What follows belongs to an exercise in optimizing a design on an open flow for small area and a short achievable clock period; a production flow would make more cautious choices. The RTL was checked by simulation tests, not by an equivalence proof against the original design. Power and IR drop assume default switching activity.

## flow/design.v (module list and top-level ports; edited modules follow where they fit)
// module full_add: 10 lines
// module half_add: 9 lines
// module half_add1: 9 lines
// module x2: 3 lines
// module xn2: 3 lines
// module an2: 3 lines
// module or2: 3 lines
// module inv1: 3 lines
// module maj: 3 lines
// module aoi_cell: 3 lines
// module oai_cell: 3 lines
// module nand_cell: 3 lines
// module nor_cell: 3 lines
// module fa_fast: 6 lines
// module ha_fast: 4 lines
// module booth_enc: 12 lines
// module booth_pp: 10 lines
// module booth_ppn: 10 lines
// module booth8_enc: 20 lines
// module booth8_pp: 14 lines
// module booth8_ppn: 14 lines
// module multiply: 3661 lines
module multiply(
    input wire clk,
    input wire resetn,
    input wire[31:0] A,
    input wire[31:0] B,
    input wire sign,
    output wire[63:0] result
);
  // ...
==> flow/flow/run.sh <==
#!/bin/bash
# Own layout flow: the standard synthesis, then every combinational cell set to
# its smallest drive strength (registers untouched), then the standard layout,
# whose repair steps size cells up again where timing needs it.
set -euo pipefail
here=$(pwd)
res=$here/orfs/results/$FLOW_PLATFORM/multiply/base
bash standard.sh synth > $here/log_synth.txt 2>&1
cp $res/1_2_yosys.v $here/1_2_yosys.orig.v
python3 $here/flow/downsize.py $FLOW_HOME/platforms/$FLOW_PLATFORM/lib/sky130_fd_sc_hd__tt_025C_1v80.lib \
    $here/1_2_yosys.orig.v $res/1_2_yosys.v > $here/log_downsize.txt 2>&1
# make the netlist newer than its sources so only the later steps rerun
touch $res/1_2_yosys.v $res/1_2_yosys.sdc
bash standard.sh "BUFFER_PORTS_ARGS=-buffer_cell sky130_fd_sc_hd__buf_1" finish > $here/log_layout.txt 2>&1
==> flow/flow/downsize.py <==
#!/usr/bin/env python3
"""Set each combinational cell of a mapped netlist to the smallest drive strength
of its kind that the library has (registers and special cells untouched)."""
import re, sys
lib, src, dst = sys.argv[1:4]
cells = set(re.findall(r'cell\s*\(\s*"?(sky130_fd_sc_hd__\w+)"?\s*\)', open(lib).read()))
keep = re.compile(r'sky130_fd_sc_hd__(df|edf|sdf|sedf|dl|conb|clk|tap|fill|decap|diode|probe|lpflow)')
text = open(src).read()
count = {}
def repl(m):
    name = m.group(0)
    if keep.match(name):
        return name
    mm = re.match(r'(sky130_fd_sc_hd__\w+?)_(\d+)$', name)
    if not mm:
        return name
    base, size = mm.group(1), int(mm.group(2))
    for s in (1,):
        cand = f"{base}_{s}"
        if s < size and cand in cells:
            count[name] = count.get(name, 0) + 1
            return cand
    return name
out = re.sub(r'sky130_fd_sc_hd__\w+', repl, text)
open(dst, 'w').write(out)
for k, v in sorted(count.items(), key=lambda x: -x[1]):
    print(k, v)
==> flow/standard.sh <==
#!/bin/bash
# synth_recipe.tcl (not shown) runs the flow's synth.tcl, then flattens the netlist and writes it again
# the make line also repeats each setting of config.mk as NAME=value (left out here)
make -C /OpenROAD-flow-scripts/flow DESIGN_CONFIG=/design/flow/config.mk WORK_HOME=/design/flow/orfs CLKGATE_MAP_FILE= SYNTH_SCRIPT=/design/flow/synth_recipe.tcl "${@:-finish}"
==> flow/config.mk <==
export PLATFORM = sky130hd
export DESIGN_NAME = multiply
export DESIGN_NICKNAME = multiply
export VERILOG_FILES = /design/flow/design.v
export SDC_FILE = /design/flow/constraint.sdc
export NUM_CORES = 4
export LEC_CHECK = 0
export CAP_MARGIN = 20
export CORE_MARGIN = 2
export CORE_UTILIZATION = 45
export PLACE_DENSITY = 0.6
export SETUP_SLACK_MARGIN = 1.9
export SLEW_MARGIN = 20
export SYNTH_HIERARCHICAL = 1
==> flow/constraint.sdc <==
create_clock -name core_clock -period 6.5 [get_ports {clk}]
set_input_delay 1.3000 -clock core_clock [delete_from_list [all_inputs] [get_ports {clk}]]
set_output_delay 1.3000 -clock core_clock [all_outputs]
set_load 0.01 [all_outputs]
==> results.py, run 1 <==
metrics = {
    "global_routing": {
        "busiest_layer": "met2",
        "grt_start_max_net_pins": 49,
        "use_met2_pct": 46.9,
        "grt_usage_pct": 29.6,
        "grtUsageMet3_pct": 6.19,
    },
    "pwr": {
        "combPwrFrac_pct": 86.5,
        "powerComb_mw": 16.6,
        "p_clk_share_pct": 5.0,
        "swShare_pct": 50.7,
        "pg_clk_uw": 951,
        "total_power_mw": 19.1,
        "intPower_mw": 9.44,
    },
    "critical_path": {
        "required_ns": 6.86,
        "crit_family": "adder cells",
        "worstPathMaxFanout": 17,
        "critPathMostFrequentCell": "xor2_1",
        "cp.buffers_inverters": 3,
        "end_kind": "flip-flop",
        "cp-endpoint": "rup[44]",
    },
    "cells_and_area": {
        "top_register": "rup",
        "seq_share_pct": 7.18,
        "n_all_buffers": 372,
        "stdcell_area_sq_um": 32000,
        "largest_reg_flops": 100,
        "mostFrequentLayoutCells": "xnor2_1, a22oi_1, xor2_1",
        "clock_area_share_pct": 1.83,
    },
    "clock_tree": {
        "clockBufferDepth": 2,
        "h-tree-depth": 4,
        "cts-root-buf": "clkbuf_16",
        "cts_hold_buffers": 0,
    },
    "status": {
        "status": "no timing/DRC/antenna violations",
    },
    "sta": {
        "slew_headroom_pct": 46.1,
        "setup_ws_ns": 1.96,
        "rsz0062_at_grt": "true",
        "fmax_mhz": 220,
    },
    "floorplan": {
        "core_sq_um": 57800,
        "initial_utilization_pct": 45.6,
        "rows": 88,
        "io_pins": 131,
    },
    "place": {
        "dp.final_hpwl_um": 63300,
        "dp_slack_ns": 0.843,
        "placed_area_sq_um": 29300,
    },
    "routing": {
        "met1Wirelength_um": 36400,
        "detail-route-antenna-nets": 0,
    },
    "worst_hold_path": {
        "hold_end": "rup[97]",
    },
}
==> run 2: changes to the inputs <==
--- a/flow/config.mk
+++ b/flow/config.mk
@@ -10,5 +10,5 @@
 export CORE_UTILIZATION = 45
 export PLACE_DENSITY = 0.6
-export SETUP_SLACK_MARGIN = 1.9
+export SETUP_SLACK_MARGIN = 2.1
 export SLEW_MARGIN = 20
 export SYNTH_HIERARCHICAL = 1
==> results.py, run 2 <==
metrics = {
    "status": {
        "status": "no timing/DRC/antenna violations",
    },
    "sta": {
        "fin_crit_ns": 4.38,
        "fin_setup_tns_ns": 0,
        "setup_ws_ns": 2.12,
        "setup_viol": 0,
        "hold_viol": 0,
        "rsz0062_at_grt": "true",
        "slew_headroom_pct": 49.6,
        "fmax_mhz": 228,
        "drv_slew": 0,
        "tightest_slew_ns": 0.757,
        "finalCritPeriodShare_pct": 67.4,
    },
    "clock_tree": {
        "clockBufferDepth": 2,
        "cts_tree": "done",
        "numCtsBuffers": 17,
        "cts_sinks": 115,
        "cts_hold_buffers": 0,
        "cts-root-buf": "clkbuf_16",
        "clk_pin_slew_ns": 0.06,
        "h-tree-depth": 4,
    },
    "routing": {
        "drt_pass1_iterations": 10,
        "detail-route-antenna-nets": 0,
        "drt-total-wl_um": 93100,
        "wl_per_cell_um": 23.8,
        "viasPerCell": 6.15,
        "route.detailed.drc": 0,
        "vias": 24100,
        "initialDrtViolationCount": 2174,
    },
    "floorplan": {
        "die_area_sq_um": 60500,
        "initial_utilization_pct": 45.6,
        "die_w_um": 246,
        "io_pins": 131,
        "core_sq_um": 57800,
        "rows": 88,
        "die_y_um": 246,
    },
    "global_routing": {
        "grt_start_max_net_pins": 36,
        "first_global_vias": 24600,
        "grt_pass1_wl_um": 143000,
        "antenna_found_initial": 5,
        "grt_overflow_total": 0,
        "grt_usage_pct": 30.6,
    },
    "cells_and_area": {
        "top_register": "rup",
        "mostFrequentLayoutCells": "xnor2_1, a22oi_1, xor2_1",
        "reg_top3": "rup (100), rlo (15)",
        "fillers": 4825,
        "final_common_cell": "xnor2_1",
        "drive_gt1_share_pct": 24.7,
        "fin_nets": 3588,
        "n_antenna_cell": 0,
        "largest_reg_flops": 100,
        "syn_to_final_growth_pct": 30.4,
    },
    "pwr": {
        "pwr_density_cell_nw_per_um2": 597,
        "p_leak_nw": 12.5,
        "ir_worst_vdd_uv": 619,
    },
    "run": {
        "drv_cap": 0,
    },
    "critical_path": {
        "critPathMostFrequentCell": "fa_2",
        "required_ns": 6.87,
        "cp_cell_sequence": "buf_12 -> nand2b_4 -> o22ai_4 -> buf_6 -> a22oi_2 -> xnor2_1 -> ha_1 -> fa_2 -> fa_1 -> fa_2 -> ha_4 -> a21o_1 -> a21oi_1 -> o21ai_1 -> xor2_1",
        "worstPathArrival_ns": 4.76,
        "end_kind": "flip-flop",
        "max_stage_delay_ns": 0.56,
        "critPathKind": "input pin to flip-flop",
        "cp-startpoint": "B[0]",
        "crit_family": "adder cells",
        "cp.buffers_inverters": 2,
        "slowest_stage": "fa_1",
        "start_kind": "input pin",
        "worstPathMaxFanout": 6,
    },
    "place": {
        "dp_slack_ns": 0.866,
        "io_buffers": 129,
        "gp_congestion": 0.869,
        "dp.final_hpwl_um": 63000,
    },
    "worst_hold_path": {
        "holdCritPathClass": "input pin to flip-flop",
        "worstHoldStart": "A[30]",
    },
    "synth": {
        "syn_area_per_cell_sq_um": 9.71,
        "yosysWarningCount": 7,
        "synthesis.area_sq_um": 26400,
        "synthCells": 2715,
    },
}
## run 2: changes by cell type in the layout (fill, tap and decap cells not counted), sizes merged
cell           change
clkinvlp           -1
clkinv             -4
inv                -1
clkdlybuf4s15      -2
bufinv             +2
o22ai              -1
buf               +62
bufbuf             +1
## run 2: cell type report
cell class              instances  area, sq um  share of cell area [%]
clock buffers                  25          515                    1.50
clock inverters                 4         95.1                   0.276
inverters                      49          191                   0.557
multi-input cells            2525        26200                    76.1
flip-flops and latches        115         2300                    6.70
well taps                     765          957                    2.78
repair buffers                432         4150                    12.1
## run 2: through the flow
step           hold WS, ns  instances  total power [mW]  util [%]  instance area [sq um]
6_report              1.54       3915              20.5      59.5                  34400
5_1_grt               1.59       3915              22.6      59.5                  34400
4_1_cts               1.51       3840              19.7      56.7                  32800
3_5_place_dp          1.68       3659              18.1      51.9                  30000
3_3_place_gp          1.69       3659              17.8      51.9                  30000
2_1_floorplan         1.57       2736              14.4         -                  28300
## run 2: final timing paths
check / to / slack, ns / cells past startpoint
min: rup[98] / 1.54 / 4
max: rlo[13] / 2.12 / 15
## run 2: what timing repair did
item	in CTS	in global routing
resized for setup	106	223
setup buffers	149	68
setup endpoints to repair	131	96
cloned	3	7
pin swaps	63	188
## run 2: per-layer routing
layer | up-vias | wire [um] | GRT usage (%)
met4 | 10 | 3660 | 13.6
met3 | 257 | 8920 | 6.85
met2 | 1304 | 43100 | 48.4
met5 | - | 69 | 0
met1 | 12000 | 37300 | 40.0
li1 | 10400 | - | -
## run 2: power by group
group | internal (mW) | total [mW] | switching, mW
clock network | 0.654 | 1.02 | 0.363
logic | 8.43 | 17.9 | 9.44
registers | 1.42 | 1.65 | 0.229
==> run 3: changes to the inputs <==
--- a/flow/config.mk
+++ b/flow/config.mk
@@ -10,5 +10,5 @@
 export CORE_UTILIZATION = 45
 export PLACE_DENSITY = 0.6
-export SETUP_SLACK_MARGIN = 2.1
+export SETUP_SLACK_MARGIN = 2.3
 export SLEW_MARGIN = 20
 export SYNTH_HIERARCHICAL = 1
==> results.py, run 3 <==
metrics = {
    "sta": {
        "rsz0062_at_grt": "true",
        "fin_setup_tns_ns": 0,
        "fmax_mhz": 228,
        "finalHoldWorstSlack_ns": 1.34,
        "finalCritPeriodShare_pct": 67.4,
        "setup_viol": 0,
        "fin_crit_ns": 4.38,
        "hold_viol": 0,
        "slew_headroom_pct": 52.3,
        "tightest_slew_ns": 0.716,
        "drv_slew": 0,
    },
    "critical_path": {
        "crit_family": "adder cells",
        "max_stage_delay_ns": 0.42,
        "critPathKind": "input pin to flip-flop",
        "worstPathMaxFanout": 7,
        "critPathMostFrequentCell": "maj3_2",
        "end_kind": "flip-flop",
        "slowest_stage": "fa_2",
        "cp_cell_sequence": "buf_12 -> nand2b_4 -> o22ai_4 -> clkbuf_16 -> a22oi_2 -> xnor2_2 -> xor2_1 -> xor2_1 -> buf_4 -> maj3_2 -> xor2_2 -> xor2_2 -> fa_2 -> maj3_2 -> maj3_2",
        "cp.buffers_inverters": 3,
        "worstPathArrival_ns": 4.77,
        "start_kind": "input pin",
        "required_ns": 6.89,
    },
    "routing": {
        "drt-total-wl_um": 112000,
        "drt_pass1_iterations": 7,
        "viasPerCell": 6.36,
        "vias": 26400,
        "wl_per_cell_um": 27.0,
        "initialDrtViolationCount": 3155,
        "detail-route-antenna-nets": 0,
        "route.detailed.drc": 0,
    },
    "global_routing": {
        "grt_overflow_total": 0,
        "antenna_found_initial": 1,
        "grt_usage_pct": 33.8,
        "first_global_vias": 26200,
        "use_met2_pct": 54.9,
        "grtUsageMet1_pct": 42.8,
        "busiest_layer": "met2",
        "grt_start_max_net_pins": 36,
        "grtUsageMet3_pct": 7.03,
        "grt_pass1_wl_um": 156000,
    },
    "clock_tree": {
        "numCtsBuffers": 17,
        "h-tree-depth": 4,
        "cts_tree": "done",
        "cts_sinks": 115,
        "cts_hold_buffers": 0,
        "clockBufferDepth": 2,
        "cts-root-buf": "clkbuf_16",
        "clk_pin_slew_ns": 0.06,
    },
    "floorplan": {
        "io_pins": 131,
        "die_area_sq_um": 60500,
        "initial_utilization_pct": 45.6,
        "core_sq_um": 57800,
        "die_w_um": 246,
        "rows": 88,
        "die_y_um": 246,
    },
    "status": {
        "status": "no timing/DRC/antenna violations",
    },
    "cells_and_area": {
        "top_register": "rup",
        "largest_reg_flops": 100,
        "n_antenna_cell": 0,
        "mostFrequentLayoutCells": "xnor2_1, a22oi_1, buf_4",
        "fin_nets": 3817,
        "drive_gt1_share_pct": 44.6,
        "final_common_cell": "xnor2_1",
        "reg_top3": "rup (100), rlo (15)",
        "syn_to_final_growth_pct": 51.7,
    },
    "pwr": {
        "pwr_density_cell_nw_per_um2": 610,
        "ir_worst_vdd_uv": 667,
        "p_leak_nw": 15.0,
    },
    "worst_hold_path": {
        "holdCritPathClass": "input pin to flip-flop",
    },
    "place": {
        "gp_congestion": 0.878,
        "io_buffers": 129,
        "dp.final_hpwl_um": 65300,
    },
    "synth": {
        "yosysWarningCount": 7,
        "syn_area_per_cell_sq_um": 9.71,
        "synthesis.area_sq_um": 26400,
        "synthCells": 2715,
    },
    "run": {
        "drv_cap": 0,
    },
}
-- run 3: cell types whose count changed in the layout (fill, tap and decap cells not counted), moves of 59 or more --
cell	before	now
xor2_1	358	289
buf_4	200	320
xnor2_2	26	106
xnor2_1	545	465
xor2_2	32	91
a22oi_2	72	190
a22oi_1	473	355
fa_2	67	144
fa_1	259	182
-- run 3: stage by stage --
stage / setup WS [ns] / power, mW / cells / utilization, % / area [sq um]
2_1_floorplan: 1.93 / 14.8 / 2736 / - / 29000
3_3_place_gp: 0.910 / 18.4 / 3658 / 53.1 / 30700
3_5_place_dp: 0.888 / 18.8 / 3658 / 53.1 / 30700
4_1_cts: 2.19 / 21.6 / 3983 / 62.2 / 35900
5_1_grt: 2.01 / 26.3 / 4147 / 69.2 / 40000
6_report: 2.12 / 24.4 / 4147 / 69.2 / 40000
-- run 3: power by group --
group	switching, mW	internal [mW]
sequential	0.238	1.43
combinational	11.1	10.6
clock	0.401	0.618
total	11.8	12.6
-- run 3: timing repair --
action / in CTS / in global routing
gates resized for setup: 346 / 505
pin swaps: 200 / 534
gates cloned: 14 / 14
setup endpoints to repair: 139 / 107
setup buffers: 279 / 150
-- run 3: final cells by class --
cell class	instances	area, sq um
multi-input combinational	2527	28700
clock inverter	9	129
fill	4002	17800
sequential	115	2300
inverter	49	191
tap	765	957
timing repair buffer	659	7230
clock buffer	23	468
-- run 3: final timing paths --
check                  from       to  slack, ns  cells past startpoint
worst max-delay path   B[0]  rup[44]       2.12                     15
worst min-delay path  B[31]  rup[98]       1.34                      3
-- run 3: layer usage --
metal / vias up / share of wire (%) / wire, um
li1: 10900 / - / -
met1: 13200 / 36 / 40900
met2: 1802 / 47 / 52200
met3: 535 / 10 / 11700
met4: 0 / 6.5 / 7260
met5: - / 0 / 0
==> run 4: changes to the inputs <==
--- a/flow/flow/run.sh
+++ b/flow/flow/run.sh
@@ -12,3 +12,3 @@
 # make the netlist newer than its sources so only the later steps rerun
 touch $res/1_2_yosys.v $res/1_2_yosys.sdc
-bash standard.sh "BUFFER_PORTS_ARGS=-buffer_cell sky130_fd_sc_hd__buf_1" finish > $here/log_layout.txt 2>&1
+bash standard.sh "BUFFER_PORTS_ARGS=-buffer_cell sky130_fd_sc_hd__buf_2" finish > $here/log_layout.txt 2>&1
--- a/flow/config.mk
+++ b/flow/config.mk
@@ -10,5 +10,5 @@
 export CORE_UTILIZATION = 45
 export PLACE_DENSITY = 0.6
-export SETUP_SLACK_MARGIN = 2.3
+export SETUP_SLACK_MARGIN = 2.0
 export SLEW_MARGIN = 20
 export SYNTH_HIERARCHICAL = 1
==> results.py, run 4 <==
metrics = {
    "cells_and_area": {
        "drive_gt1_share_pct": 19.4,
        "fin_cells": 3852,
        "mostFrequentLayoutCells": "xnor2_1, a22oi_1, xor2_1",
        "postLayoutCoreUtil_pct": 57.1,
        "largest_reg_flops": 100,
        "fin_nets": 3520,
        "stdcell_area_sq_um": 33000,
        "final_common_cell": "xnor2_1",
        "syn_to_final_growth_pct": 25.1,
        "reg_top3": "rup (100), rlo (15)",
        "top_register": "rup",
    },
    "global_routing": {
        "grt_overflow_total": 0,
        "first_global_vias": 23700,
        "grt_usage_pct": 30.1,
        "antenna_found_initial": 7,
        "grt_start_max_net_pins": 49,
        "grt_pass1_wl_um": 139000,
    },
    "sta": {
        "hold_viol": 0,
        "finalHoldWorstSlack_ns": 1.57,
        "tightest_slew_ns": 0.818,
        "fin_setup_tns_ns": 0,
        "fmax_mhz": 222,
        "drv_slew": 0,
        "finalCritPeriodShare_pct": 69.2,
        "setup_ws_ns": 2.00,
        "rsz0062_at_grt": "true",
        "slew_headroom_pct": 45.5,
        "fin_crit_ns": 4.50,
        "setup_viol": 0,
    },
    "floorplan": {
        "die_y_um": 246,
        "rows": 88,
        "io_pins": 131,
        "core_sq_um": 57800,
        "initial_utilization_pct": 45.6,
        "die_area_sq_um": 60500,
        "die_w_um": 246,
    },
    "clock_tree": {
        "cts_tree": "done",
        "numCtsBuffers": 17,
        "cts_sinks": 115,
        "clockBufferDepth": 2,
        "clk_pin_slew_ns": 0.06,
        "h-tree-depth": 4,
        "cts-root-buf": "clkbuf_16",
    },
    "place": {
        "io_buffers": 129,
        "dp_slack_ns": 0.817,
        "gp_congestion": 0.855,
        "dp.final_hpwl_um": 63200,
        "dp_cells": 3659,
        "placed_area_sq_um": 29500,
    },
    "routing": {
        "drt_pass1_iterations": 6,
        "initialDrtViolationCount": 2535,
        "drt-total-wl_um": 91900,
        "route.detailed.drc": 0,
        "viasPerCell": 6.16,
        "vias": 23700,
        "detail-route-antenna-nets": 0,
        "wl_per_cell_um": 23.9,
    },
    "critical_path": {
        "end_kind": "flip-flop",
        "required_ns": 6.86,
        "worstPathArrival_ns": 4.86,
        "critPathKind": "input pin to flip-flop",
        "worstPathMaxFanout": 8,
        "start_kind": "input pin",
    },
    "synth": {
        "synthesis.area_sq_um": 26400,
        "syn_area_per_cell_sq_um": 9.71,
        "synthCells": 2715,
        "yosysWarningCount": 7,
    },
    "worst_hold_path": {
        "holdCritPathClass": "input pin to flip-flop",
    },
    "pwr": {
        "pwr_density_cell_nw_per_um2": 598,
        "total_power_mw": 19.7,
        "p_leak_nw": 12.2,
        "ir_worst_vdd_uv": 489,
    },
    "status": {
        "status": "no timing/DRC/antenna violations",
    },
    "run": {
        "drv_cap": 0,
    },
}
==> run 4: cell type report <==
| class | count | area, sq um |
|---|---|---|
| Tap cell | 765 | 957 |
| Clock buffer | 23 | 488 |
| Timing Repair Buffer | 364 | 3560 |
| Fill cell | 5033 | 24800 |
| Sequential cell | 115 | 2300 |
| Antenna cell | 3 | 7.51 |
| Multi-Input combinational cell | 2525 | 25300 |
| Clock inverter | 8 | 149 |
| Inverter | 49 | 191 |
==> run 4: critical path: stages <==
cell       delay [ns]
buf_8            0.14
buf_12           0.13
buf_4            0.13
o22ai_4          0.23
clkbuf_16        0.24
a22oi_1          0.08
xnor2_1          0.17
ha_1             0.34
maj3_1           0.41
fa_1             0.48
fa_2             0.43
maj3_1           0.40
maj3_1           0.35
==> run 4: repair_timing <==
item	CTS	global route
resized for setup	88	112
cloned	4	7
hold buffers	0	0
endpoints found under the setup margin	122	83
buffers inserted	108	40
pin swaps	44	82
==> run 4: routing by layer <==
| layer | vias up | track usage, % | part of all wire, % |
|---|---|---|---|
| li1 | 10300 | - | - |
| met1 | 11900 | 39.2 | 40 |
| met2 | 1276 | 48.1 | 46 |
| met3 | 232 | 6.08 | 10 |
| met4 | 10 | 13.1 | 3.9 |
| met5 | - | 0 | 0.063 |
==> run 4: report_power, final <==
group	switching [mW]	total [mW]	leakage [nW]	internal, mW
clock network	0.368	1.04	0.305	0.676
registers	0.204	1.63	0.970	1.42
logic	9.19	17.1	10.9	7.87
==> run 4: path summary, 6_finish.rpt <==
| check | start | endpoint | cells after the start |
|---|---|---|---|
| max | B[13] | rup[38] | 13 |
| min | B[1] | rlo[0] | 3 |

-- static timing again, ports no longer ideal --
The results above use ideal ports. As a check the final layouts listed here were re-extracted and re-timed, cells and wires unchanged. Step 1 (the two cells are an assumption about what drives the block):
set clk [get_ports {clk}]
set_driving_cell -lib_cell sky130_fd_sc_hd__clkbuf_16 $clk
set_driving_cell -lib_cell sky130_fd_sc_hd__buf_2 [delete_from_list [all_inputs] $clk]
Step 2 times the ports against the registers' clock, not the clock port: input delays grow and output delays shrink by t, the midpoint of the rising clock arrivals with the driver on. Slacks: ideal / step 1 / step 2; pairs: ideal / step 1.
run	t (ns)	setup slack, ns	worst setup path after step 2	worst register clock-pin slew, ns	pins driven straight from the clock port
run 1	0.546	1.962 / 1.974 / 1.428	input to register	0.06 / 0.06	1
run 2	0.552	2.116 / 2.072 / 1.520	input to register	0.07 / 0.07	1
run 3	0.564	2.116 / 2.018 / 1.454	input to register	0.06 / 0.06	1
run 4	0.551	2.000 / 1.998 / 1.447	input to register	0.07 / 0.07	1
After both steps setup and hold are still met in every run listed. For run 3, which loses most, drivers alone change the setup slack by -0.098 ns; drivers and shift together by -0.662 ns.
